Source: an optimization exercise on an open RTL-to-GDS flow (aim: small area, a short achievable clock period and few clock cycles per item). Production flows keep margins and buffers that such runs may drop. The RTL was checked by simulation tests, not by an equivalence proof against the original design.

==> flow/design.v, too long to show whole: its modules and the start of the top module <==
// module fa: 4 lines
// module ha: 4 lines
// module reciprocal: 38 lines
// module imc: 1527 lines
module imc
  #(parameter INPUT_W = 16,
    parameter OUTPUT_W = 16)
(
    input  logic                   clk,
    input  logic                   rst_n,
    input  logic                   start,
    input  logic [INPUT_W-1:0]     aIn,
    input  logic [INPUT_W-1:0]     bIn,
    input  logic [INPUT_W-1:0]     cIn,
    input  logic [INPUT_W-1:0]     dIn,
    output logic                   ready,
    output logic [OUTPUT_W-1:0]    aOut,
    output logic [OUTPUT_W-1:0]    bOut,
    output logic [OUTPUT_W-1:0]    cOut,
    output logic [OUTPUT_W-1:0]    dOut,
    output logic                   aOut_sign,
    output logic                   bOut_sign,
    output logic                   cOut_sign,
    output logic                   dOut_sign
);
  // ...
==> flow/flow/run.sh <==
#!/bin/bash
# The standard layout (the standard.sh, all ORFS steps from synthesis
# to finish), except that buffer_ports puts a buf_2 on every input and
# output port instead of the cell it picks on its own (a slow delay cell,
# clkdlybuf4s50_1). Timing repair still resizes port buffers as it needs.
# make's output goes to flow_make.log; ORFS keeps each step's log under
# orfs/logs.
set -euo pipefail
bash standard.sh "BUFFER_PORTS_ARGS=-buffer_cell sky130_fd_sc_hd__buf_2" finish > flow_make.log 2>&1
==> flow/standard.sh <==
#!/bin/bash
# synth_recipe.tcl (not shown) runs the flow's synth.tcl, then flattens the netlist and writes it again
# the make line also repeats each setting of config.mk as NAME=value (left out here)
make -C /OpenROAD-flow-scripts/flow DESIGN_CONFIG=/design/flow/config.mk WORK_HOME=/design/flow/orfs CLKGATE_MAP_FILE= SYNTH_SCRIPT=/design/flow/synth_recipe.tcl "${@:-finish}"
==> flow/config.mk <==
export PLATFORM = sky130hd
export DESIGN_NAME = imc
export DESIGN_NICKNAME = imc
export VERILOG_FILES = /design/flow/design.v
export SDC_FILE = /design/flow/constraint.sdc
export NUM_CORES = 4
export LEC_CHECK = 0
export CAP_MARGIN = 20
export CORE_MARGIN = 2
export CORE_UTILIZATION = 60
export SETUP_SLACK_MARGIN = 3
export SLEW_MARGIN = 20
export SYNTH_HIERARCHICAL = 1
==> flow/constraint.sdc <==
create_clock -name core_clock -period 11.0 [get_ports {clk}]
set_input_delay 2.2000 -clock core_clock [delete_from_list [all_inputs] [get_ports {clk}]]
set_output_delay 2.2000 -clock core_clock [all_outputs]
set_load 0.01 [all_outputs]
==> summary.md, run 1 <==
| Metric | Value |
|---|---|
| Die width | 190.4 um |
| Synth Warn # | 8 |
| Most used flip-flop cell after synthesis | edfxtp_1 |
| Drt wl/cell | 21.63 um |
| Worst Slack Setup Final | 3.092 ns |
| Cell family with most CP delay | adder cells |
| Commonest cells after routing, fill and taps aside | nand2_1 (685), fa_1 (563), inv_1 (102), ha_1 (92), buf_2 (78) |
| Outcome | complete, no violations |
| Final period util | 0.7189 |
| Worst setup path category | in -> reg |
| Signal buffers | 171 |
| Total congestion overflow | 0 |
| Topmost layer with routed signal wires | met5 |
| Initial antenna violation count | 2 |
| Vias in the first global route | 16880 |
| Adder-cell share of the synthesized area | 0.6035 |
| Pins over their slew limit | 0 |
| Largest net degree at the start of global routing | 45 |
| Total buffers and inverters traversed by the critical path | 2 |
| Met2 WL | 28240 um |
| Largest family of logic cells by synthesized area | adder cells |
| Worst path slowest cell | fa_1 |
| Final hold vios | 0 |
| Count leader, synth | nand2_1 |
| Synth Register Bits | 45 |
| Critical path endpoint category | flip-flop |
| Hold Buf Count CTS | 0 |
| First-pass GRT wire length | 91070 um |
| Total number of vias | 15970 |
| FF+latch count | 45 |
Testbench counts, summed over its fixed seeds: cycles 3,200, items 3,200.
==> run 2, diff against run 1 <==
--- a/flow/design.v
+++ b/flow/design.v
@@ -1121,22 +1121,49 @@
     assign cC[i+1] = cC[i] & ~cIn[8+i];
     assign mD[i]   = aIn[8+i] ^ aIn[15] ^ cD[i];
     assign cD[i+1] = cD[i] & ~aIn[8+i];
   end
   logic [16:0] dxv, dyv, diff;
   logic        det_sign;
   assign dxv      = {1'b1, dx[15], dx[14], dx[13], dx[12], dx[11], dx[10], dx[9], dx[8], dx[7], dx[6], dx[5], dx[4], dx[3], dx[2], dx[1], dx[0]};
   assign dyv      = {dy[16], dy[15], dy[14], dy[13], dy[12], dy[11], dy[10], dy[9], dy[8], dy[7], dy[6], dy[5], dy[4], dy[3], dy[2], dy[1], ~dy[0]};
-  assign diff     = dxv + dyv + {16'd0, cp};
+  wire [4:0] dl_p = {dx[4], dx[3], dx[2], dx[1], dx[0]} ^ {dy[4], dy[3], dy[2], dy[1], ~dy[0]};
+  wire [4:0] dl_g = {dx[4], dx[3], dx[2], dx[1], dx[0]} & {dy[4], dy[3], dy[2], dy[1], ~dy[0]};
+  wire dl_G1_0 = dl_g[1] | (dl_p[1] & (dl_g[0] | (dl_p[0] & cp)));
+  wire dl_G3_2 = dl_g[3] | (dl_p[3] & dl_g[2]);
+  wire dl_P3_2 = dl_p[3] & dl_p[2];
+  wire dl_G2_0 = dl_g[2] | (dl_p[2] & dl_G1_0);
+  wire dl_G3_0 = dl_G3_2 | (dl_P3_2 & dl_G1_0);
+  wire dl_G4_0 = dl_g[4] | (dl_p[4] & dl_G3_0);
+  assign diff     = {12'd0, (dl_p[4] ^ dl_G3_0), (dl_p[3] ^ dl_G2_0), (dl_p[2] ^ dl_G1_0), (dl_p[1] ^ (dl_g[0] | (dl_p[0] & cp))), (dl_p[0] ^ cp)};
   logic        c4, ghi, phi;
-  logic [12:0] shi;
   assign c4       = diff[4] ^ dxv[4] ^ dyv[4];
-  assign shi      = {1'b0, dxv[15:4]} + {1'b0, dyv[15:4]};
-  assign ghi      = shi[12];
+  wire [11:0] gh_p = {dxv[15], dxv[14], dxv[13], dxv[12], dxv[11], dxv[10], dxv[9], dxv[8], dxv[7], dxv[6], dxv[5], dxv[4]} | {dyv[15], dyv[14], dyv[13], dyv[12], dyv[11], dyv[10], dyv[9], dyv[8], dyv[7], dyv[6], dyv[5], dyv[4]};
+  wire [11:0] gh_g = {dxv[15], dxv[14], dxv[13], dxv[12], dxv[11], dxv[10], dxv[9], dxv[8], dxv[7], dxv[6], dxv[5], dxv[4]} & {dyv[15], dyv[14], dyv[13], dyv[12], dyv[11], dyv[10], dyv[9], dyv[8], dyv[7], dyv[6], dyv[5], dyv[4]};
+  wire gh_G2_1 = gh_g[2] | (gh_p[2] & gh_g[1]);
+  wire gh_P2_1 = gh_p[2] & gh_p[1];
+  wire gh_G2_0 = gh_G2_1 | (gh_P2_1 & gh_g[0]);
+  wire gh_G5_4 = gh_g[5] | (gh_p[5] & gh_g[4]);
+  wire gh_P5_4 = gh_p[5] & gh_p[4];
+  wire gh_G5_3 = gh_G5_4 | (gh_P5_4 & gh_g[3]);
+  wire gh_P5_3 = gh_P5_4 & gh_p[3];
+  wire gh_G5_0 = gh_G5_3 | (gh_P5_3 & gh_G2_0);
+  wire gh_G8_7 = gh_g[8] | (gh_p[8] & gh_g[7]);
+  wire gh_P8_7 = gh_p[8] & gh_p[7];
+  wire gh_G8_6 = gh_G8_7 | (gh_P8_7 & gh_g[6]);
+  wire gh_P8_6 = gh_P8_7 & gh_p[6];
+  wire gh_G11_10 = gh_g[11] | (gh_p[11] & gh_g[10]);
+  wire gh_P11_10 = gh_p[11] & gh_p[10];
+  wire gh_G11_9 = gh_G11_10 | (gh_P11_10 & gh_g[9]);
+  wire gh_P11_9 = gh_P11_10 & gh_p[9];
+  wire gh_G11_6 = gh_G11_9 | (gh_P11_9 & gh_G8_6);
+  wire gh_P11_6 = gh_P11_9 & gh_P8_6;
+  wire gh_G11_0 = gh_G11_6 | (gh_P11_6 & gh_G5_0);
+  assign ghi      = gh_G11_0;
   assign phi      = &(dxv[15:4] | dyv[15:4]);
   assign det_sign = dxv[16] ^ dyv[16] ^ (ghi | (phi & c4));
   logic [16:4] dvw, yvw, pw;
   logic        up0, up1;
   assign dvw = dxv[16:4];
   assign yvw = dyv[16:4];
   assign pw  = dvw ^ yvw;
   assign up0 = (pw[16:5] == (dvw[15:4] | yvw[15:4]));
==> run 2 against run 1 <==
Utilization is 0.36 points lower. Still clean on timing, DRC and antenna. Largest cell class unchanged. Critical path depth unchanged. Cell count shrank 0.53%.
==> summary.md, run 2 <==
| Metric | Value |
|---|---|
| Routability Congestion | 0.9138 |
| Fill count | 2860 |
| 1st-iter DRT viols | 1435 |
| Final hold vios | 0 (unchanged) |
| CTS tree | built |
| GRT Util Overall | 0.3303 |
| Final period util | 0.7384 (+0.01951) |
| Total number of vias | 15840 (-0.78%) |
| CTS clock-pin slew for the worst setup and hold paths | 0.08 ns |
| Top post-synthesis cells by area | fa_1 (55%), nand2_1 (13%), edfxtp_1 (6.4%), ha_1 (5.7%), clkbuf_1 (2.4%) |
| Synth unique cells | 60 |
| Pre-CTS WS | 2.219 ns |
| Starting Density | 0.6049 |
| Largest net degree at the start of global routing | 45 (unchanged) |
| First-pass GRT wire length | 92400 um (+1.5%) |
| DR vias/cell | 6.075 |
| Mean Syn Cell Area | 9.801 um2 |
| Area of the multi-input gates | 0.01853 mm2 |
| Total die area | 0.03607 mm2 |
| Slew margin rel. | 0.5142 |
| Layout Area Growth over Synthesis | 7.553% |
| Mapped Area | 0.02074 mm2 |
| EDFF count, synth | 44 |
| Worst setup path category | in -> reg |
| Count leader, synth | nand2_1 |
| H-tree depth | 2 |
| Placed Cells | 2578 |
| Most used flip-flop cell after synthesis | edfxtp_1 |
| Worst setup path endpoint | dsign_r |
| IO buf count | 135 |
| Sequential fraction of the synthesis area | 0.06491 |
| Final setup viols | 0 |
| Drt wl/cell | 21.56 um (-0.32%) |
| Clock root buffer | clkbuf_16 |
| Fin crit period | 8.123 ns |
| Num ports | 136 |
| Die Height | 189.9 um |
| Tightest Pin Transition | 0.7210 ns |
| DRC violations left | 0 |
| Vias in the first global route | 17230 (+2.0%) |
| Clk buf depth | 2 |
| Initial antenna violation count | 2 (unchanged) |
| Gate Count Post-Synth | 2116 |
| Hold Buf Count CTS | 0 (unchanged) |
| Leading area contributor after synthesis | fa_1 |
| Crit path DAT | 8.17 ns |
| Fin Setup TNS | 0 ns |
| Register area | 0.001346 mm2 |
| Total congestion overflow | 0 (unchanged) |
| Worst Slack Setup Final | 2.877 ns (-0.2146 ns) |
| Core area | 0.03429 mm2 |
| Synth Warn # | 8 (unchanged) |
| DRT Wirelength | 56220 um |
| First-pass detailed-route iteration total | 8 |
| WP data required | 11.04 ns |
| Fmax | 0.1231 GHz |
| Worst hold path type | in -> async |
| Final nets | 2878 |
| Async SR Flop Fraction | 0.02222 |
| Clk sinks | 45 |
| Worst hold slack | 1.655 ns |
| Pins over their slew limit | 0 (unchanged) |
| Top cell type's share of synthesized area | 0.5473 |
| Num CTS Buffers | 5 |
| Fraction of layout cells with a size suffix above 1 | 0.09809 |
| Die width | 189.9 um (-0.25%) |
| Core Rows | 68 |
| Final ANT Viol Nets | 0 |
| CP Max Fanout | 16 |
| Post-DP HPWL | 42030 um |
| Critical Path Start | bIn[0] |
| Commonest non-fill, non-tap cell in the layout | nand2_1 |
| Final Non-Filler Cells | 2608 |
| Critical path endpoint category | flip-flop |
| RSZ-0062 raised after global routing | yes |
| Synth Register Bits | 45 (unchanged) |
| Commonest cells after routing, fill and taps aside | nand2_1 (690), fa_1 (561), inv_1 (102), ha_1 (94), buf_2 (73) |
| CP Launch Type | input pin |
| Outcome | complete, no violations |
| Most frequent cells after synthesis | nand2_1 (692), fa_1 (567), clkbuf_1 (135) |
| Max cap viols | 0 |
-- run 2: worst min path at each step --
stage / from / endpoint / depth (start not counted)
finish: rst_n / ready_r / 1
global route: rst_n / ready_r / 1
CTS: rst_n / ready_r / 1
detailed placement: rst_n / ready_r / 1
global placement: rst_n / ready_r / 1
floorplan: rst_n / ready_r / 0
-- run 2: timing repair --
item,CTS,global route
setup endpoints to repair,12,24
pin swaps,14,4
resized for setup,118,12
buffers inserted,4,16
gates cloned,0,0
-- run 2: final cells by class --
class | count | area share
multi-input combinational | 1830 | 0.8309
sequential | 45 | 0.06035
timing repair buffer | 166 | 0.05817
tap | 455 | 0.02552
inverter | 102 | 0.01716
clock buffer | 5 | 0.005609
clock inverter | 3 | 0.002075
antenna | 2 | 0.0002244
-- run 2: kinds of logic after synthesis --
logic type	synth area share
flops	0.06491
compound gates	0.08102
simple gates	0.1577
fa+ha+maj	0.6040
xor+xnor	0.03396
mux	0.003379
other cells	0.0001808
buf+inv	0.05484
-- run 2: critical path: stages --
cell,delay [ns]
buf_8,0.14
nand2_1,0.09
fa_1,0.56
fa_1,0.43
fa_1,0.48
fa_2,0.36
fa_1,0.50
fa_1,0.44
a222oi_1,0.42
nand2_1,0.12
o31a_1,0.38
fa_2,0.39
fa_2,0.35
a21o_1,0.19
a21oi_4,0.18
xnor3_1,0.26
a221o_1,0.32
a221oi_2,0.26
xor2_1,0.09
-- run 2: per-module statistics from Yosys (local to each module, per instance) --
module | times used | area (um2) | cells
imc | 1 | 9183 | 1498
reciprocal | 1 | 399.1 | 55
fa | 548 | 20.02 | 1
ha | 15 | 12.51 | 1
-- run 2: stage by stage --
stage / util / instance area (um2)
after floorplan: - / 21190
after detailed placement: 0.6286 / 21550
after global placement: 0.6286 / 21550
final: 0.6506 / 22310
after CTS: 0.6454 / 22130
after global routing: 0.6504 / 22300
-- run 2: layer usage --
layer  global-route usage  share of wire
met1               0.4547           0.40
met2               0.5442           0.49
met3              0.05497          0.080
met4               0.1008          0.028
met5                    0              0
Testbench counts of run 2, summed over its fixed seeds: cycles 3,200, items 3,200.

re-timing with driven ports:
How much do the figures lean on ideal ports? The routed layouts below were timed once more, with nothing changed but the port constraints.
Step 1 (the two cells are an assumption about what drives the block):
set clk [get_ports {clk}]
set_driving_cell -lib_cell sky130_fd_sc_hd__clkbuf_16 $clk
set_driving_cell -lib_cell sky130_fd_sc_hd__buf_2 [delete_from_list [all_inputs] $clk]
Step 2, shift: input delay + t, output delay - t, t = (earliest + latest rising clock arrival at the registers) / 2. This alone moves slack from input paths to output paths.
Three values: ideal ports, drivers, drivers and shift; two values: the first two.
| run | t, ns | slack for setup (ns) | worst hold slack (ns) | worst slew at a driven data input, ns |
|---|---|---|---|---|
| run 1 | 0.336 | 3.092 / 3.070 / 2.734 | 1.668 / 1.656 / 1.992 | 0.08 |
| run 2 | 0.336 | 2.877 / 2.852 / 2.516 | 1.655 / 1.637 / 1.973 | 0.07 |
After both steps every run listed still meets setup and hold. For run 2, which loses most, drivers alone change the setup slack by -0.025 ns; drivers and shift together by -0.361 ns.
